Context: an optimization exercise on an open-source flow, tuned for small area. The choices shown serve that exercise and are no tape-out recipe.
In this exercise RTL edits were held to simulation tests only and were not proved equivalent to the original.
Power figures rest on the tool's default switching activity, not on a simulated workload.

**design.v**
```verilog
module WSG_8CH
(
	input			 CLK24M,
	input			 RESET,
	input	 [5:0] ADDR,
	input  [7:0] DATA,
	input			 WE,
	input			 SND_ENABLE,
	output [7:0] WAVE_AD,
	input  [3:0] WAVE_DT,
	output [7:0] SOUT
);
integer i;
genvar  g;
reg	[9:0] cnt;
reg	[2:0] m1;			 
wire	step   = (cnt[6:0] == 7'h7F);
wire	[2:0] phase = cnt[9:7];
wire	step_o = step & (phase == 3'd3);
always @( posedge CLK24M ) begin
	cnt <= RESET ? 10'h0 : cnt + 10'h1;
	m1  <= (RESET | step) ? 3'd1 : (m1 == 3'd6) ? 3'd0 : m1 + 3'd1;
end
wire	ld_s   = step & ~RESET;
wire	hold_s = ~step & ~RESET;
wire	[2:0] k   = phase + ~ADDR[5:3];		 
wire	      isq = &k;
wire	[3:0] x   = { 1'b0, m1 } + { 1'b0, k[1:0], k[2] };	 
wire	[2:0] sm  = x[2:0] + { 2'b0, x[3] };			 
wire	      s0  = (sm == 3'd0) | (sm == 3'd7);
reg	[7:0] dest;
always @* begin
	dest = 8'h0;
	if ( isq )
		dest[step ? 0 : 7] = 1'b1;
	else if ( s0 )
		dest[step ? 7 : 0] = 1'b1;
	else
		dest[sm] = 1'b1;
end
wire	[3:0] fsel = { ADDR[2:0] == 3'h6, ADDR[2:0] == 3'h5, ADDR[2:0] == 3'h4, ADDR[2:0] == 3'h3 };
wire	[7:0] d = DATA;
wire	      we_n = WE & ~RESET;
wire	[26:0] wd = { d[6:4], d[3:0], d, d, d[3:0] };
reg	[26:0] wen [0:7];
reg	[26:0] hld [0:7];
always @* begin
	for ( i = 0; i < 8; i = i + 1 ) begin
		wen[i] = { {7{fsel[3]}}, {8{fsel[2]}}, {8{fsel[1]}}, {4{fsel[0]}} } & {27{we_n & dest[i]}};
		hld[i] = ~wen[i] & {27{~RESET}};
	end
end
reg  [26:0] rg [0:6];		 
reg  [19:0] ac [0:6];		 
reg  [26:0] Rg;
reg  [19:0] Ra;
reg         first;		 
wire [19:0] fq = Rg[23:4];
wire [3:0]  vq = Rg[3:0];
wire [2:0]  fvq = Rg[26:24];
wire [26:0] rg_d [0:6];
wire [26:0] Rg_d;
wsg_sel3 #(27) u_rg0 ( .a(wen[0]), .x(wd), .b(hld[0] & {27{step}}), .y(Rg),
                       .c(hld[0] & {27{~step}}), .z(rg[6]), .o(rg_d[0]) );
generate for ( g = 1; g < 7; g = g + 1 ) begin : rgs
	wsg_sel2 #(27) u_rg ( .a(wen[g]), .x(wd), .b(hld[g]), .y(rg[g-1]), .o(rg_d[g]) );
end endgenerate
wsg_sel3 #(27) u_rgR ( .a(wen[7]), .x(wd), .b(hld[7] & {27{step}}), .y(rg[6]),
                       .c(hld[7] & {27{~step}}), .z(Rg), .o(Rg_d) );
always @( posedge CLK24M ) begin
	for ( i = 0; i < 7; i = i + 1 )
		rg[i] <= rg_d[i];
	Rg <= Rg_d;
end
wire [19:0] sum;
wire [20:0] sc;
assign sc[0] = 1'b0;
generate for ( g = 0; g < 20; g = g + 1 ) begin : radd
	assign sum[g]  = Ra[g] ^ fq[g] ^ sc[g];
	assign sc[g+1] = (Ra[g] & fq[g]) | (sc[g] & (Ra[g] ^ fq[g]));
end endgenerate
wire        ld_r = ld_s & ~first;
wire [19:0] ac0_d, Ra_d;
wsg_sel2 #(20) u_ac0 ( .a({20{step}}), .x(sum), .b({20{~step}}), .y(ac[6]), .o(ac0_d) );
wsg_sel2 #(20) u_Ra  ( .a({20{ld_r}}), .x(ac[6]), .b({20{hold_s}}), .y(Ra), .o(Ra_d) );
always @( posedge CLK24M ) begin
	ac[0] <= ac0_d;
	for ( i = 1; i < 7; i = i + 1 )
		ac[i] <= ac[i-1];
	Ra    <= Ra_d;
	first <= RESET | (first & ~(step & (phase == 3'd6)));
end
reg   [7:0] wa;
reg   [3:0] wm;		 
reg   [3:0] f;
reg   [6:0] ot, o;
reg   [6:0] so;
wire        it = (wm != 4'h0);
wire  [4:0] fs = { 1'b0, f } + { 1'b0, WAVE_DT };
wire  [6:0] ot_inc = ot + { 6'h0, it & fs[4] };
wire  [3:0] wm_dec = wm - { 3'h0, it };
wire  [3:0] wm_n = (fq != 20'h0) ? vq : 4'h0;
wire        p7 = step & (phase == 3'd7);
wire        ld_o = p7 & ~RESET;
wire        hold_o = ~p7 & ~RESET;
wire        ld_so = step_o & ~RESET;
wire        hold_so = ~step_o & ~RESET;
wire  [7:0] wa_d;
wire  [3:0] wm_d;
wire  [6:0] o_d, so_d;
wsg_sel2 #(8) u_wa ( .a({8{ld_s}}), .x({ fvq, Ra[19:15] }), .b({8{hold_s}}), .y(wa), .o(wa_d) );
wsg_sel2 #(4) u_wm ( .a({4{ld_s}}), .x(wm_n), .b({4{hold_s}}), .y(wm_dec), .o(wm_d) );
wsg_sel2 #(7) u_o  ( .a({7{ld_o}}), .x(ot), .b({7{hold_o}}), .y(o), .o(o_d) );
wsg_sel2 #(7) u_so ( .a({7{ld_so & SND_ENABLE}}), .x(o), .b({7{hold_so}}), .y(so), .o(so_d) );
assign WAVE_AD = wa;
assign SOUT    = { so, 1'b0 };
always @( posedge CLK24M ) begin
	f  <= {4{it}} & fs[3:0];
	ot <= {7{hold_o}} & ot_inc;
	o  <= o_d;
	wm <= wm_d;
	wa <= wa_d;
	so <= so_d;
end
endmodule
module wsg_sel2 #( parameter W = 1 )
(
	input  [W-1:0] a, x, b, y,
	output [W-1:0] o
);
assign o = (a & x) | (b & y);
endmodule
module wsg_sel3 #( parameter W = 1 )
(
	input  [W-1:0] a, x, b, y, c, z,
	output [W-1:0] o
);
assign o = (a & x) | (b & y) | (c & z);
endmodule
```
**flow/run.sh**
```bash
#!/bin/bash
# Layout flow: the standard ORFS flow (standard.sh), unchanged synthesis,
# with a smaller clock tree (larger sink clusters, no dummy loads) and
# minimum-size buffers on the input and output ports.
set -euo pipefail
CTS="-sink_clustering_enable -repair_clock_nets -dont_use_dummy_load -buf_list sky130_fd_sc_hd__clkbuf_8 -sink_clustering_size 15 -sink_clustering_max_diameter 100"
BP="-inputs -outputs -buffer_cell sky130_fd_sc_hd__buf_1"
bash standard.sh synth > synth.log 2>&1
bash standard.sh "CTS_ARGS=$CTS" "BUFFER_PORTS_ARGS=$BP" finish > layout.log 2>&1
```
**standard.sh**
```bash
#!/bin/bash
# synth_recipe.tcl (not shown) runs the flow's synth.tcl, then flattens the netlist and writes it again
# the make line also repeats each setting of config.mk as NAME=value (left out here)
make -C /OpenROAD-flow-scripts/flow DESIGN_CONFIG=/design/flow/config.mk WORK_HOME=/design/flow/orfs CLKGATE_MAP_FILE= SYNTH_SCRIPT=/design/flow/synth_recipe.tcl "${@:-finish}"
```
**config.mk**
```make
export PLATFORM = sky130hd
export DESIGN_NAME = WSG_8CH
export DESIGN_NICKNAME = WSG_8CH
export VERILOG_FILES = /design/flow/design.v
export SDC_FILE = /design/flow/constraint.sdc
export NUM_CORES = 8
export LEC_CHECK = 0
export CAP_MARGIN = 20
export CORE_MARGIN = 2
export CORE_UTILIZATION = 40
export SLEW_MARGIN = 20
export SYNTH_HIERARCHICAL = 1
```
**constraint.sdc**
```tcl
create_clock -name core_clock -period 10.0 [get_ports {CLK24M}]
set_input_delay 2.0000 -clock core_clock [delete_from_list [all_inputs] [get_ports {CLK24M}]]
set_output_delay 2.0000 -clock core_clock [all_outputs]
set_load 0.01 [all_outputs]
```
==> results of run 1 <==
-- power by group --
group	leakage, nW	switching (mW)	total, mW	internal (mW)
clock	0.244	0.495	0.802	0.307
combinational	2.41	0.160	0.255	0.0948
sequential	3.44	0.0163	1.75	1.73
-- cell type report --
cell class,instances,area share [%]
clock buffers,34,3.195
multi-input cells,546,31.13
repair buffers,48,1.546
well taps,448,3.828
flip-flops and latches,427,58.37
inverters,75,1.922
-- registers in the layout, indices dropped and copies added (netlist names) --
| signal | count |
|---|---|
| rg | 189 |
| ac | 140 |
| Rg | 27 |
| Ra | 20 |
| cnt | 10 |
| wa | 8 |
| o | 7 |
| ot | 7 |
| so | 7 |
| f | 4 |
| wm | 4 |
| m1 | 3 |
| first | 1 |
-- cells in the mapped netlist (3+ instances only) --
| cell | instances | share of area (%) |
|---|---|---|
| ha_1 | 20 | 1.9 |
| a31oi_1 | 6 | 0.28 |
| nor2_1 | 56 | 1.6 |
| inv_1 | 74 | 2.1 |
| or3_1 | 4 | 0.19 |
| a222oi_1 | 54 | 4.0 |
| nor2b_1 | 9 | 0.42 |
| clkbuf_1 | 10 | 0.28 |
| nor3_1 | 6 | 0.22 |
| nand2_1 | 14 | 0.39 |
| xor2_1 | 8 | 0.52 |
| nor2_2 | 5 | 0.23 |
| fa_1 | 21 | 3.1 |
| xnor2_1 | 9 | 0.59 |
| a21o_1 | 4 | 0.22 |
| and2_1 | 8 | 0.37 |
| nand2b_1 | 7 | 0.33 |
| a22o_1 | 228 | 15 |
| a21oi_1 | 31 | 1.2 |
| dfxtp_1 | 427 | 64 |
| nand3_1 | 8 | 0.30 |
| and3_1 | 6 | 0.28 |
| nor4_1 | 6 | 0.28 |
| nor3_2 | 3 | 0.22 |
-- routing by layer --
metal	vias up	global-route usage, %	routed length (um)	share of wire (%)
met5	-	0	0	0
met4	0	5.098	731	2.7
met3	47	2.158	1120	4.2
met2	196	22.76	11360	42
met1	3826	22.88	13690	51
li1	4070	-	-	-
-- metrics by stage --
stage | instances | util, %
2_1_floorplan | 1063 | -
3_3_place_gp | 1544 | 42.58
3_5_place_dp | 1544 | 42.58
4_1_cts | 1578 | 43.98
5_1_grt | 1578 | 44.00
6_report | 1578 | 44.00
-- cell families after synthesis --
kind of cell,Yosys count,share of synthesized area (%)
other,1,0.02789
multiplexers,4,0.3722
AND/OR/NAND/NOR,149,5.853
flip-flops,427,63.58
buffers and inverters,90,2.559
AO/OA/AOI/OAI,332,21.17
XOR/XNOR,19,1.452
adder cells (fa/ha/maj),41,4.988
-- worst paths after layout --
| kind | end | startpoint | slack, ns | cells after the start |
|---|---|---|---|---|
| setup / recovery | ac[0][19]$_DFF_P_ | Rg[4]$_DFF_P_ | 1.82 | 22 |
| hold / removal | ac[2][5]$_DFF_P_ | ac[1][5]$_DFF_P_ | 0.31 | 0 |
| setup reg to reg | ac[0][19]$_DFF_P_ | Rg[4]$_DFF_P_ | 1.82 | 22 |
| hold reg to reg | ac[2][5]$_DFF_P_ | ac[1][5]$_DFF_P_ | 0.31 | 0 |
-- critical path, cell delays in order (launching register included) --
cell	delay, ns
dfxtp_1	0.36
ha_1	0.22
fa_1	0.38
fa_1	0.40
fa_1	0.39
fa_1	0.39
fa_1	0.39
fa_1	0.40
fa_1	0.39
fa_1	0.39
fa_1	0.39
fa_1	0.40
fa_1	0.39
fa_1	0.39
fa_1	0.39
fa_1	0.40
fa_1	0.39
fa_1	0.39
fa_1	0.39
fa_1	0.38
xnor2_1	0.19
xnor2_1	0.09
a22o_1	0.21
==> results.py, run 1 <==
metrics = {
    "cells_and_area": {
        "antennaDiodeCount": 0,
        "drive_gt1_share_pct": 6.106,
        "nets": 1195,
        "final_common_cell": "dfxtp_1",
        "final_cell_area_um2": 14640,
        "final_cell_mix": "427 x dfxtp_1, 228 x a22o_1, 74 x inv_1",
        "multi_input_area_um2": 4559,
        "seqCellArea_um2": 8548,
        "area_delta_synth_final_pct": 8.915,
        "fillers": 3144,
    },
    "yosys": {
        "ys_warn_count": 15,
        "syn-instance-count": 1063,
        "avgSynthCellArea_um2": 12.65,
        "syn_nets": 1126,
        "ys_types": 55,
        "synthFlopType": "dfxtp_1",
        "syn_area_um2": 13450,
        "ys_seq_area_share_pct": 63.58,
        "synthArstFlopShare_pct": 0,
        "ys_seq_elements": 427,
        "synth_edf_count": 0,
    },
    "setup_path": {
        "arrival_ns": 8.62,
        "cp-start-kind": "register",
        "critPathMaxFanout": 4,
        "criticalPathCategory": "register to register",
        "end_kind": "register",
        "required_ns": 10.45,
    },
    "place": {
        "port_buffers": 36,
        "dp_slack_ns": 1.815,
        "dp_hpwl_um": 18000,
        "placed_cell_area_um2": 14170,
        "routabilityCongestion": 0.8055,
    },
    "detailed_routing": {
        "vias": 8139,
        "drc": 0,
        "drt-pass1-iter-count": 10,
        "drt_iter0_markers": 779,
        "wire_per_inst_um": 17.05,
        "routed_wl_um": 26900,
        "antenna_left": 0,
        "routed_via_density": 5.158,
    },
    "floorplanning": {
        "start_util_pct": 40.40,
        "die_w_um": 187.3,
        "io_pins": 38,
        "placementRows": 67,
        "die_area_um2": 35100,
        "die_h_um": 187.3,
        "core_region_area_um2": 33280,
    },
    "pwr": {
        "power_mw": 2.802,
        "ir_worst_vdd_uv": 103.2,
        "power_density_nw_per_um2": 191.3,
        "power_leakage_nw": 6.098,
    },
    "clock_tree": {
        "cts_resized": 0,
        "numCtsBuffers": 34,
        "postCtsSetupBuffers": 0,
        "cts-root-buf": "clkbuf_8",
        "cts_tree": "yes",
        "path_clk_slew_ns": 0.09,
        "clk-insertion-delay-late_ns": 0.53,
        "ctsHoldBuffers": 0,
        "clk_path_buf_depth": 3,
        "cts-htree-levels": 2,
        "clkSinkCount": 427,
    },
    "sta": {
        "worst_slack_ns": 1.823,
        "holdWs_ns": 0.3134,
        "drv_slew": 0,
        "slew_headroom_pct": 30.87,
        "worst_slew_pin_slew_ns": 1.036,
        "fmax_ghz": 0.1223,
        "rsz0062_at_grt": "no",
        "skew_ns": 0.03181,
        "post-route-period-util_pct": 81.77,
        "finalSetupViolCount": 0,
        "hold_viol": 0,
        "tns_ns": 0,
        "post-route-min-period_ns": 8.178,
    },
    "grt": {
        "overflow": 0,
        "grt_pass1_vias": 7755,
        "gr-usage-all-layers_pct": 15.34,
        "grt_pass1_wl_um": 43010,
        "antenna_found_initial": 0,
        "grt_max_degree": 45,
    },
    "job": {
        "cap_violations": 0,
    },
    "run_status": {
        "status": "no timing/DRC/antenna violations",
    },
    "worst_hold_path": {
        "min_path_type": "register to register",
    },
}
==> inputs of run 2 (changes only) <==
--- a/design.v
+++ b/design.v
@@ -12,15 +12,24 @@
 );
 integer i;
 genvar  g;
-reg	[9:0] cnt;
-reg	[2:0] m1;			 
-wire	step   = (cnt[6:0] == 7'h7F);
-wire	[2:0] phase = cnt[9:7];
+reg	[4:0] cd;
+reg	[2:0] cr;
+reg	[2:0] phase;
+wire	step   = (cd == 5'd18) & (cr == 3'd2);
 wire	step_o = step & (phase == 3'd3);
+wire	cr_w   = (cr == 3'd6);
 always @( posedge CLK24M ) begin
-	cnt <= RESET ? 10'h0 : cnt + 10'h1;
-	m1  <= (RESET | step) ? 3'd1 : (m1 == 3'd6) ? 3'd0 : m1 + 3'd1;
+	if ( RESET | step ) begin
+		cd <= 5'd0;
+		cr <= 3'd1;
+	end
+	else begin
+		cd <= cd + { 4'h0, cr_w };
+		cr <= cr_w ? 3'd0 : cr + 3'd1;
+	end
+	phase <= RESET ? 3'd0 : phase + { 2'b0, step };
 end
+wire	[2:0] m1 = cr;
 wire	ld_s   = step & ~RESET;
 wire	hold_s = ~step & ~RESET;
 wire	[2:0] k   = phase + ~ADDR[5:3];		 
==> flow/run.sh (replaced) <==
#!/bin/bash
# Layout flow: the standard ORFS flow (standard.sh), unchanged synthesis,
# with a smaller clock tree (clkbuf_4 sink clusters of up to 10, no dummy
# loads) and minimum-size buffers on the input and output ports.
set -euo pipefail
CTS="-sink_clustering_enable -repair_clock_nets -dont_use_dummy_load -buf_list sky130_fd_sc_hd__clkbuf_4 -sink_clustering_size 10 -sink_clustering_max_diameter 60"
BP="-inputs -outputs -buffer_cell sky130_fd_sc_hd__buf_1"
bash standard.sh synth > synth.log 2>&1
bash standard.sh "CTS_ARGS=$CTS" "BUFFER_PORTS_ARGS=$BP" finish > layout.log 2>&1
--- a/config.mk
+++ b/config.mk
@@ -5,8 +5,8 @@
 export SDC_FILE = /design/flow/constraint.sdc
 export NUM_CORES = 8
 export LEC_CHECK = 0
-export CAP_MARGIN = 20
+export CAP_MARGIN = 0
 export CORE_MARGIN = 2
 export CORE_UTILIZATION = 40
-export SLEW_MARGIN = 20
+export SLEW_MARGIN = 0
 export SYNTH_HIERARCHICAL = 1
==> run 2 against run 1 <==
  * Still clean on timing, DRC and antenna
  * Total power fell by 6.4%
  * Sequential share of layout area is 0.41 points higher
  * Flip-flop and latch count is 2 lower
  * Register-to-register slack worse by 0.07 ns
  * Global-route usage grew 0.51 points
  * Clock power down 11%
  * Synthesized area shrank 0.44%
  * Critical path type unchanged
  * Highest routed layer unchanged
==> results.py, run 2 <==
metrics = {
    "yosys": {
        "ys_top_cells_by_count": "425 x dfxtp_1, 229 x a22o_1, 79 x inv_1, 54 x a222oi_1, 35 x nor2_1",
        "yosysTopAreaCell": "dfxtp_1",
        "syn_nets": 1114,
        "ys_types": 49,
        "ys_warn_count": 15,
        "ys_seq_area_share_pct": 63.56,
        "avgSynthCellArea_um2": 12.77,
        "syn-instance-count": 1048,
        "netlist_top_cells_area": "dfxtp_1 64%, a22o_1 15%, a222oi_1 4.0%",
        "yosysMostFrequentCell": "dfxtp_1",
        "synthFlopType": "dfxtp_1",
        "synth_edf_count": 0,
        "synth_top_area_share_pct": 63.56,
        "synthArstFlopShare_pct": 0,
        "syn_area_um2": 13390,
        "ys_seq_elements": 425,
    },
    "sta": {
        "post-route-period-util_pct": 82.46,
        "skew_ns": 0.08693,
        "tns_ns": 0,
        "rsz0062_at_grt": "no",
        "post-route-min-period_ns": 8.246,
        "drv_slew": 0,
        "holdWs_ns": 0.3094,
        "finalSetupViolCount": 0,
        "worst_slew_pin_slew_ns": 1.257,
        "fmax_ghz": 0.1213,
        "hold_viol": 0,
        "slew_headroom_pct": 15.45,
    },
    "place": {
        "dpl.cell_count": 1527,
        "port_buffers": 36,
        "dp_hpwl_um": 18790,
        "routabilityCongestion": 0.8105,
    },
    "cells_and_area": {
        "top_register": "rg",
        "area_delta_synth_final_pct": 8.122,
        "largest_register_ffs": 189,
        "final_util_pct": 44.15,
        "fillers": 3085,
        "final_common_cell": "dfxtp_1",
        "final_cell_mix": "425 x dfxtp_1, 229 x a22o_1, 79 x inv_1",
        "nets": 1201,
        "reg_top3": "rg (189), ac (140), Rg (27)",
        "drive_gt1_share_pct": 6.531,
        "fin_cells": 1576,
    },
    "clock_tree": {
        "postCtsSetupBuffers": 0,
        "clkSinkCount": 425,
        "ctsHoldBuffers": 0,
        "cts-root-buf": "clkbuf_4",
        "cts-htree-levels": 2,
        "numCtsBuffers": 48,
        "cts_resized": 0,
        "path_clk_slew_ns": 0.11,
        "clk-insertion-delay-late_ns": 0.72,
        "cts_tree": "yes",
        "clk_path_buf_depth": 3,
    },
    "detailed_routing": {
        "drt-pass1-iter-count": 7,
        "drc": 0,
        "vias": 8221,
        "wire_per_inst_um": 17.56,
        "antenna_left": 0,
        "routed_wl_um": 27680,
        "drt_iter0_markers": 729,
        "routed_via_density": 5.216,
    },
    "pwr": {
        "power_leakage_nw": 6.040,
        "intPower_mw": 1.981,
        "p_seq_share_pct": 65.2,
        "power_frac_comb_pct": 7.6,
        "ir_worst_vdd_uv": 76.77,
        "swShare_pct": 24.51,
        "switchingPower_uw": 643.1,
        "power_density_nw_per_um2": 181.3,
        "power_mw": 2.624,
        "clkPwrFrac_pct": 27.3,
    },
    "grt": {
        "grt_pass1_vias": 7835,
        "overflow": 0,
        "grt_max_degree": 36,
        "antenna_found_initial": 1,
        "gr-usage-all-layers_pct": 15.85,
        "grt_pass1_wl_um": 44060,
    },
    "floorplanning": {
        "placementRows": 66,
        "die_h_um": 186.9,
        "core_region_area_um2": 32780,
        "io_pins": 38,
        "start_util_pct": 40.83,
        "die_w_um": 186.9,
        "die_area_um2": 34950,
    },
    "worst_hold_path": {
        "min_path_type": "register to register",
        "min_path_cells": 0,
    },
    "setup_path": {
        "criticalPathCategory": "register to register",
        "rr_worst_depth": 22,
        "arrival_ns": 8.83,
        "end_kind": "register",
        "cp-start-kind": "register",
        "critPathMaxFanout": 4,
        "required_ns": 10.58,
    },
    "run_status": {
        "status": "no timing/DRC/antenna violations",
    },
    "job": {
        "cap_violations": 0,
    },
}
run 2: cell count changes after synthesis, moves of 4 or more:
cell,delta
nor2_1,-21
inv_1,+5
a21oi_1,-7
nand2_1,-6
nor3_1,+10
clkbuf_1,-4
a41oi_1,+8
nor4_1,+8
a31oi_1,+7
and3_1,-4
run 2: layout make-up:
| cell class | count | area, um^2 | share of cell area [%] |
|---|---|---|---|
| sequential | 425 | 8508 | 58.78 |
| tap | 442 | 553.0 | 3.821 |
| multi-input combinational | 532 | 4524 | 31.26 |
| clock buffer | 48 | 360.3 | 2.490 |
| timing repair buffer | 48 | 225.2 | 1.556 |
| antenna | 1 | 2.502 | 0.01729 |
| inverter | 80 | 300.3 | 2.075 |
run 2: per-layer routing:
metal  GRT usage, %  up-vias  part of all wire, %
met3          3.058       35                  4.6
met1          23.29     3852                   51
li1               -     4138                    -
met2          23.86      196                   43
met5              0        -                    0
met4          4.090        0                  1.9
run 2: cells by family after synthesis:
logic type	after synthesis	share of synthesized area (%)
AND/OR/NAND/NOR	125	5.029
other	1	0.02801
XOR/XNOR	17	1.327
buffers and inverters	91	2.645
AO/OA/AOI/OAI	344	22.04
flip-flops	425	63.56
adder cells (fa/ha/maj)	44	5.290
multiplexers	1	0.08411
run 2: worst paths after layout:
path,from,slack (ns),end
min,ac[2][6]$_DFF_P_,0.31,ac[3][6]$_DFF_P_
min reg2reg,ac[2][6]$_DFF_P_,0.31,ac[3][6]$_DFF_P_
max,Rg[4]$_DFF_P_,1.75,ac[0][19]$_DFF_P_
max reg2reg,Rg[4]$_DFF_P_,1.75,ac[0][19]$_DFF_P_
run 2: power by group through the flow:
| stage | logic, mW | clock network, mW | registers, mW |
|---|---|---|---|
| floorplan | 0.131 | 0 | 1.75 |
| global placement | 0.191 | 0 | 1.75 |
| detailed placement | 0.194 | 0 | 1.75 |
| CTS | 0.195 | 0.750 | 1.71 |
| global route | 0.219 | 0.816 | 1.71 |
| finish | 0.198 | 0.716 | 1.71 |
run 2: metrics by stage:
step	cell area, um^2	worst slack (ns)
final	14470	1.754
after global routing	14470	1.471
after CTS	14470	1.780
after detailed placement	14110	1.755
after global placement	14110	1.793
after floorplan	13390	2.098
run 2: critical path, cell delays in order (launching register included):
cell and delay (ns):
dfxtp_1 0.36, ha_1 0.23, fa_1 0.40, fa_1 0.41, fa_1 0.40, fa_1 0.40
fa_1 0.39, fa_1 0.39, fa_1 0.39, fa_1 0.40, fa_1 0.39, fa_1 0.40
fa_1 0.39, fa_1 0.40, fa_1 0.40, fa_1 0.39, fa_1 0.39, fa_1 0.39
fa_1 0.38, fa_1 0.39, xnor2_1 0.20, xnor2_1 0.09, a22o_1 0.21
==> inputs of run 3 (changes only) <==
--- a/design.v
+++ b/design.v
@@ -51,12 +51,18 @@
 wire	[7:0] d = DATA;
 wire	      we_n = WE & ~RESET;
 wire	[26:0] wd = { d[6:4], d[3:0], d, d, d[3:0] };
+wire	[3:0] fw = fsel & {4{we_n}};
 reg	[26:0] wen [0:7];
 reg	[26:0] hld [0:7];
+wire	[3:0] wf [0:7];
+wire	[3:0] hf [0:7];
+generate for ( g = 0; g < 8; g = g + 1 ) begin : wctl
+	wsg_wctl u_wctl ( .sel(dest[g]), .fw(fw), .rst(RESET), .w(wf[g]), .h(hf[g]) );
+end endgenerate
 always @* begin
 	for ( i = 0; i < 8; i = i + 1 ) begin
-		wen[i] = { {7{fsel[3]}}, {8{fsel[2]}}, {8{fsel[1]}}, {4{fsel[0]}} } & {27{we_n & dest[i]}};
-		hld[i] = ~wen[i] & {27{~RESET}};
+		wen[i] = { {7{wf[i][3]}}, {8{wf[i][2]}}, {8{wf[i][1]}}, {4{wf[i][0]}} };
+		hld[i] = { {7{hf[i][3]}}, {8{hf[i][2]}}, {8{hf[i][1]}}, {4{hf[i][0]}} };
 	end
 end
 reg  [26:0] rg [0:6];		 
@@ -146,3 +152,14 @@
 );
 assign o = (a & x) | (b & y) | (c & z);
 endmodule
+module wsg_wctl
+(
+	input        sel,
+	input  [3:0] fw,
+	input        rst,
+	output [3:0] w,
+	output [3:0] h
+);
+assign w = fw & {4{sel}};
+assign h = ~(w | {4{rst}});
+endmodule
==> run 3 against run 2 <==
  * Still clean
  * Fmax is 0.61% lower
  * Clock power hardly changed
  * Clock-buffer cell count unchanged
  * Die area fell by 1.2%
  * Highest routed layer unchanged
==> results.py, run 3 <==
metrics = {
    "run_status": {
        "status": "no timing/DRC/antenna violations",
    },
    "place": {
        "dpl.cell_count": 1520,
        "dp_hpwl_um": 18150,
        "routabilityCongestion": 0.7820,
        "dp_slack_ns": 1.694,
        "port_buffers": 36,
    },
    "sta": {
        "skew_ns": 0.07157,
        "rsz0062_at_grt": "no",
        "fmax_ghz": 0.1205,
        "slew_headroom_pct": 35.80,
        "drv_slew": 0,
        "post-route-min-period_ns": 8.297,
        "worst_slew_pin_slew_ns": 0.9595,
        "worst_slack_ns": 1.703,
        "finalSetupViolCount": 0,
        "post-route-period-util_pct": 82.97,
        "hold_viol": 0,
        "tns_ns": 0,
    },
    "detailed_routing": {
        "routed_wl_um": 28840,
        "dr_wl_met3_um": 1443,
        "drc": 0,
        "dr.max_layer_used": "met4",
        "drt_iter0_markers": 948,
        "wire_per_inst_um": 18.37,
        "dr_wl_met2_um": 13040,
        "antenna_left": 0,
        "vias": 8413,
        "wl_met1_um": 13760,
        "routed_via_density": 5.359,
        "drt-pass1-iter-count": 7,
    },
    "yosys": {
        "syn_area_um2": 13230,
        "yosysTopAreaCell": "dfxtp_1",
        "synthArstFlopShare_pct": 0,
        "ys_seq_elements": 425,
        "syn-instance-count": 1025,
        "netlist_top_cells_area": "dfxtp_1 64%, a22o_1 15%, a222oi_1 4.1%",
        "synth_edf_count": 0,
        "synth_top_area_share_pct": 64.31,
        "synthFlopType": "dfxtp_1",
        "syn_nets": 1091,
        "yosysMostFrequentCell": "dfxtp_1",
        "ys_types": 34,
        "ys_top_cells_by_count": "425 x dfxtp_1, 228 x a22o_1, 73 x inv_1, 54 x a222oi_1, 53 x and2_1",
        "ys_warn_count": 15,
        "ys_seq_area_share_pct": 64.31,
        "avgSynthCellArea_um2": 12.91,
    },
    "cells_and_area": {
        "final_common_cell": "dfxtp_1",
        "largest_register_ffs": 189,
        "reg_top3": "rg (189), ac (140), Rg (27)",
        "area_delta_synth_final_pct": 9.137,
        "nets": 1194,
        "fin_cells": 1570,
        "final_util_pct": 44.37,
        "top_register": "rg",
        "final_cell_mix": "425 x dfxtp_1, 228 x a22o_1, 73 x inv_1",
        "drive_gt1_share_pct": 6.927,
    },
    "grt": {
        "overflow": 0,
        "grt_max_degree": 46,
        "grt_pass1_wl_um": 45620,
        "grt_pass1_vias": 8419,
        "gr-usage-all-layers_pct": 16.94,
        "antenna_found_initial": 1,
    },
    "pwr": {
        "ir_worst_vdd_uv": 86.42,
        "power_leakage_nw": 6.131,
        "power_density_nw_per_um2": 180.7,
    },
    "clock_tree": {
        "cts_tree": "yes",
        "ctsHoldBuffers": 0,
        "postCtsSetupBuffers": 0,
        "cts_resized": 0,
        "path_clk_slew_ns": 0.11,
        "cts-htree-levels": 2,
        "cts-root-buf": "clkbuf_4",
        "numCtsBuffers": 48,
        "clk-insertion-delay-late_ns": 0.69,
        "clkSinkCount": 425,
        "clk_path_buf_depth": 3,
    },
    "floorplanning": {
        "die_area_um2": 34540,
        "die_w_um": 185.9,
        "placementRows": 66,
        "start_util_pct": 40.66,
        "die_h_um": 185.9,
        "core_region_area_um2": 32540,
        "io_pins": 38,
    },
    "setup_path": {
        "end_kind": "register",
        "critical-path-top-delay-family": "adder cells",
        "rr_worst_depth": 22,
        "arrival_ns": 8.89,
        "required_ns": 10.59,
        "cp_slowest_cell": "fa_1",
        "cp-start-kind": "register",
        "worst-path-stages": 22,
        "worstPathCellList": "ha_1, fa_1, fa_1, fa_1, fa_1, fa_1, fa_1, fa_1, fa_1, fa_1, fa_1, fa_1, fa_1, fa_1, fa_1, fa_1, fa_1, fa_1, fa_1, xnor2_1, xnor2_1, a22o_1",
        "crit_top_cell": "fa_1",
        "cpPeakStageDelay_ns": 0.43,
        "critPathMaxFanout": 4,
        "criticalPathCategory": "register to register",
        "path_buf_inv": 0,
    },
    "worst_hold_path": {
        "min_path_type": "register to register",
        "min_path_cells": 0,
    },
    "job": {
        "cap_violations": 0,
    },
}
==> run 3: changes by cell type after synthesis, sizes merged, moves of 5 or more <==
cell   before  now
a31oi      13    0
nor2       37   19
a41oi       8    0
nor4       14    6
and2        7   53
inv        80   73
a21oi      24   37
nor3       16   11
==> run 3: worst register-to-register path, cell delays in order (launching register included) <==
cell and delay [ns]:
dfxtp_1 0.35, ha_1 0.22, fa_1 0.38, fa_1 0.39, fa_1 0.39, fa_1 0.40
fa_1 0.41, fa_1 0.40, fa_1 0.39, fa_1 0.40, fa_1 0.41, fa_1 0.40
fa_1 0.39, fa_1 0.43, fa_1 0.40, fa_1 0.43, fa_1 0.41, fa_1 0.39
fa_1 0.39, fa_1 0.38, xnor2_1 0.19, xnor2_1 0.09, a22o_1 0.21
==> run 3: cell families (layout without fill, tap and decap cells) <==
| logic type | after synthesis | in the layout | synth area share [%] |
|---|---|---|---|
| adder cells (fa/ha/maj) | 44 | 44 | 5.353 |
| other | 1 | 3 | 0.02835 |
| flip-flops | 425 | 425 | 64.31 |
| AND/OR/NAND/NOR | 131 | 131 | 5.580 |
| AO/OA/AOI/OAI | 329 | 329 | 21.08 |
| buffers and inverters | 77 | 178 | 2.213 |
| multiplexers | 1 | 1 | 0.07567 |
| XOR/XNOR | 17 | 17 | 1.352 |
==> run 3: final timing paths <==
kind,from,to,slack (ns)
setup / recovery,Rg[4]$_DFF_P_,ac[0][19]$_DFF_P_,1.70
setup reg to reg,Rg[4]$_DFF_P_,ac[0][19]$_DFF_P_,1.70
hold / removal,ac[1][12]$_DFF_P_,ac[2][12]$_DFF_P_,0.28
hold reg to reg,ac[1][12]$_DFF_P_,ac[2][12]$_DFF_P_,0.28
==> run 3: per-layer routing <==
layer / up-vias / GRT usage, %
met2: 227 / 27.26
met1: 4109 / 23.20
met5: - / 0
met3: 52 / 2.739
li1: 4025 / -
met4: 0 / 5.732
==> run 3: modules after synthesis (local to each module, per instance), excerpt <==
module | cell area [um^2] | flip-flops and latches | cells inside
wsg_wctl | 45.04 | 0 | 8
WSG_8CH | 10130 | 425 | 625
==> run 3: through the flow <==
| step | hold slack [ns] | area [um^2] | power [mW] |
|---|---|---|---|
| after CTS | 0.2808 | 14430 | 2.641 |
| after global routing | 0.3006 | 14440 | 2.728 |
| after floorplan | 0.3096 | 13230 | 1.841 |
| final | 0.2847 | 14440 | 2.609 |
| after global placement | 0.3096 | 14070 | 1.922 |
| after detailed placement | 0.3121 | 14070 | 1.926 |
==> run 3: layout make-up <==
type,instances,area (um^2)
antenna,2,5.005
clock buffer,48,360.3
fill,3032,18100
inverter,73,274.0
multi-input combinational,523,4443
sequential,425,8508
tap,442,553.0
timing repair buffer,57,294.0
==> run 3: power breakdown <==
part           switching (mW)  internal (mW)
Sequential            0.00766           1.70
Clock                   0.498          0.221
Combinational           0.125         0.0529
Total                   0.631           1.98
==> inputs of run 4 (changes only) <==
==> run.sh (new file) <==
#!/bin/bash
# synth_recipe.tcl (not shown) runs the flow's synth.tcl, then flattens the netlist and writes it again
# the make line also repeats each setting of config.mk as NAME=value (left out here)
make -C /OpenROAD-flow-scripts/flow DESIGN_CONFIG=/design/flow/config.mk WORK_HOME=/design/flow/orfs CLKGATE_MAP_FILE= SYNTH_SCRIPT=/design/flow/synth_recipe.tcl finish
--- a/config.mk
+++ b/config.mk
@@ -8,5 +8,8 @@
 export CAP_MARGIN = 0
 export CORE_MARGIN = 2
 export CORE_UTILIZATION = 40
+export CTS_BUF_LIST = sky130_fd_sc_hd__clkbuf_4
+export CTS_CLUSTER_DIAMETER = 60
+export CTS_CLUSTER_SIZE = 10
 export SLEW_MARGIN = 0
 export SYNTH_HIERARCHICAL = 1
removed: flow/run.sh
removed: standard.sh
==> run 4 against run 3 <==
  * Fmax is 0.46% lower
  * Register-to-register slack worse by 0.04 ns
  * Clock power is 5.8% higher
  * Design area is 2.0% higher
  * Global-route usage is 0.25 points lower
  * Hold slack better by 0.0081 ns
  * Die area stayed put
  * Synthesized cell count stayed put
  * Total power is 1.8% higher
  * Sequential power hardly changed
  * Clock-buffer cell count is 2 higher
==> results.py, run 4 <==
metrics = {
    "run_status": {
        "status": "no timing/DRC/antenna violations",
    },
    "clock_tree": {
        "clk_path_buf_depth": 3,
        "cts_tree": "yes",
        "numCtsBuffers": 48,
        "cts-root-buf": "clkbuf_4",
        "cts_resized": 0,
        "cts-htree-levels": 2,
        "ctsHoldBuffers": 0,
        "path_clk_slew_ns": 0.11,
        "postCtsSetupBuffers": 0,
        "clkSinkCount": 425,
        "clk-insertion-delay-late_ns": 0.70,
    },
    "floorplanning": {
        "die_area_um2": 34540,
        "core_region_area_um2": 32540,
        "die_h_um": 185.9,
        "placementRows": 66,
        "die_w_um": 185.9,
        "start_util_pct": 40.66,
        "io_pins": 38,
    },
    "pwr": {
        "ir_worst_vdd_uv": 73.04,
        "intPower_mw": 2.022,
        "power_density_nw_per_um2": 180.4,
        "power_frac_comb_pct": 6.9,
        "power_leakage_nw": 6.259,
        "switchingPower_uw": 633.7,
        "swShare_pct": 23.86,
        "clkPwrFrac_pct": 28.6,
        "p_seq_share_pct": 64.4,
    },
    "detailed_routing": {
        "antenna_left": 0,
        "drc": 0,
        "drt-pass1-iter-count": 9,
        "routed_wl_um": 28610,
        "routed_via_density": 5.395,
        "drt_iter0_markers": 846,
        "wire_per_inst_um": 18.14,
        "vias": 8508,
    },
    "setup_path": {
        "required_ns": 10.60,
        "criticalPathCategory": "register to register",
        "end_kind": "register",
        "critPathMaxFanout": 4,
        "cp-start-kind": "register",
        "arrival_ns": 8.93,
    },
    "cells_and_area": {
        "drive_gt1_share_pct": 7.407,
        "reg_top3": "rg (189), ac (140), Rg (27)",
        "multi_input_area_um2": 4433,
        "final_util_pct": 45.24,
        "top_register": "rg",
        "final_cell_mix": "425 x dfxtp_1, 228 x a22o_1, 73 x inv_1",
        "final_common_cell": "dfxtp_1",
        "area_delta_synth_final_pct": 11.27,
        "fillers": 3054,
        "seqCellArea_um2": 8508,
        "largest_register_ffs": 189,
        "nets": 1196,
    },
    "sta": {
        "finalSetupViolCount": 0,
        "skew_ns": 0.04513,
        "fmax_ghz": 0.1200,
        "tns_ns": 0,
        "rsz0062_at_grt": "no",
        "worst_slew_pin_slew_ns": 0.9846,
        "post-route-min-period_ns": 8.335,
        "post-route-period-util_pct": 83.35,
        "slew_headroom_pct": 34.11,
        "drv_slew": 0,
        "hold_viol": 0,
    },
    "grt": {
        "gr-usage-all-layers_pct": 16.69,
        "grt.busiest_layer": "met2",
        "grt_pass1_vias": 8162,
        "overflow": 0,
        "grt_pass1_wl_um": 45240,
        "grt_max_degree": 46,
        "met2_usage_pct": 26.26,
        "met3_usage_pct": 2.524,
        "antenna_found_initial": 1,
        "grt_use_met1_pct": 23.65,
    },
    "yosys": {
        "syn_area_um2": 13230,
        "syn_nets": 1091,
        "ys_types": 34,
        "yosysMostFrequentCell": "dfxtp_1",
        "ys_seq_area_share_pct": 64.31,
        "ys_warn_count": 15,
        "netlist_top_cells_area": "dfxtp_1 64%, a22o_1 15%, a222oi_1 4.1%",
        "syn-instance-count": 1025,
        "synthFlopType": "dfxtp_1",
        "ys_seq_elements": 425,
        "synth_top_area_share_pct": 64.31,
        "yosysTopAreaCell": "dfxtp_1",
        "avgSynthCellArea_um2": 12.91,
        "synthArstFlopShare_pct": 0,
        "synth_edf_count": 0,
        "ys_top_cells_by_count": "425 x dfxtp_1, 228 x a22o_1, 73 x inv_1, 54 x a222oi_1, 53 x and2_1",
    },
    "place": {
        "dp_hpwl_um": 17980,
        "routabilityCongestion": 0.7647,
        "port_buffers": 36,
    },
    "job": {
        "cap_violations": 0,
    },
    "worst_hold_path": {
        "min_path_type": "register to register",
    },
}
## run 4: changes by cell type in the layout (fill, tap and decap cells not counted), sizes merged
cell / previous run / this run
inv: 73 / 74
clkdlybuf4s50: 0 / 35
diode: 2 / 1
bufinv: 0 / 1
clkinv: 0 / 1
clkbuf: 49 / 50
clkinvlp: 0 / 1
buf: 56 / 24
## run 4: final timing paths
path,slack (ns),end,from,depth (start not counted)
max reg2reg,1.66,ac[0][19]$_DFF_P_,Rg[4]$_DFF_P_,22
min,0.29,ac[3][10]$_DFF_P_,ac[2][10]$_DFF_P_,0
max,1.66,ac[0][19]$_DFF_P_,Rg[4]$_DFF_P_,22
min reg2reg,0.29,ac[3][10]$_DFF_P_,ac[2][10]$_DFF_P_,0
## run 4: critical path: stages, from the launching register on
cell	delay, ns
dfxtp_1	0.36
ha_1	0.22
fa_1	0.38
fa_1	0.40
fa_1	0.39
fa_1	0.39
fa_1	0.39
fa_1	0.40
fa_1	0.40
fa_1	0.41
fa_1	0.40
fa_1	0.39
fa_1	0.43
fa_1	0.40
fa_1	0.42
fa_1	0.41
fa_1	0.40
fa_1	0.40
fa_1	0.40
fa_1	0.39
xnor2_1	0.20
xnor2_1	0.08
a22o_1	0.21
## run 4: power groups by stage
| stage | Sequential (mW) | Clock (mW) | Combinational (mW) |
|---|---|---|---|
| 5_1_grt | 1.71 | 0.868 | 0.198 |
| 6_report | 1.71 | 0.761 | 0.184 |
| 3_3_place_gp | 1.75 | 0 | 0.175 |
| 4_1_cts | 1.71 | 0.795 | 0.180 |
| 2_1_floorplan | 1.75 | 0 | 0.0931 |
| 3_5_place_dp | 1.75 | 0 | 0.179 |
## run 4: layout make-up
cell class	instances	area share, %
Antenna cell	1	0.01700
Clock buffer	50	2.550
Clock inverter	4	0.3145
Inverter	73	1.861
Multi-Input combinational cell	523	30.11
Sequential cell	425	57.80
Tap cell	442	3.757
Timing Repair Buffer	59	3.587
## run 4: layer usage
metal  up-vias  routed length, um
met3        52               1542
li1       4042                  -
met5         -                  0
met2       265              13060
met4         0                549
met1      4149              13460
## run 4: cells by family (layout without fill, tap and decap cells)
kind of cell | count (synthesis) | in the layout | synth area share, %
AOI/OAI and AO/OA | 329 | 329 | 21.08
and+or+nand+nor | 131 | 131 | 5.580
xor gates and xnor gates | 17 | 17 | 1.352
buffers and inverters | 77 | 186 | 2.213
other | 1 | 2 | 0.02835
DFF | 425 | 425 | 64.31
adders and majority gates | 44 | 44 | 5.353
muxes | 1 | 1 | 0.07567
## run 4: Yosys stat by module, one instance, submodules excluded, a selection
module / copies in the design / cell area, um^2 / cells / flip-flops and latches
WSG_8CH: 1 / 10130 / 625 / 425
wsg_wctl: 8 / 45.04 / 8 / 0
## run 4: per-stage QoR
step | hold slack, ns | power [mW] | cell area (um^2) | instances | worst slack [ns]
final | 0.2928 | 2.656 | 14720 | 1577 | 1.665
after detailed placement | 0.3121 | 1.930 | 14300 | 1522 | 1.707
after global routing | 0.3050 | 2.780 | 14720 | 1577 | 1.371
after global placement | 0.3100 | 1.926 | 14300 | 1522 | 1.763
after CTS | 0.2837 | 2.687 | 14720 | 1576 | 1.703
after floorplan | 0.3096 | 1.841 | 13230 | 1025 | 2.098

[re-timing with driven ports]
In the flow no input, the clock included, has a driving cell. The finished layouts below were timed again as built, in two steps. Step 1, drivers: a clkbuf_16 drives CLK24M and a buf_2 each remaining input, both assumed. Step 2 adds t to the input delays and takes it off the output delays; t is the mean of the earliest and latest rising clock arrival at the registers after step 1. Input paths then give back, and output paths get back, about the clock's delay inside the block. Three values: no drivers, after step 1, after step 2; two values: the first two.
| run | shift t [ns] | setup slack, ns | hold WS [ns] | worst setup path at the end | worst slew at a driven data input, ns |
|---|---|---|---|---|---|
| run 1 | 0.567 | 1.822 / 1.822 / 1.822 | 0.313 / 0.313 / 0.313 | register to register | 0.03 |
| run 2 | 0.712 | 1.754 / 1.754 / 1.754 | 0.309 / 0.309 / 0.309 | register to register | 0.04 |
| run 3 | 0.700 | 1.703 / 1.703 / 1.703 | 0.285 / 0.285 / 0.285 | register to register | 0.04 |
| run 4 | 0.718 | 1.665 / 1.665 / 1.665 | 0.293 / 0.293 / 0.293 | register to register | 0.04 |
After both steps every run listed still meets setup and hold.
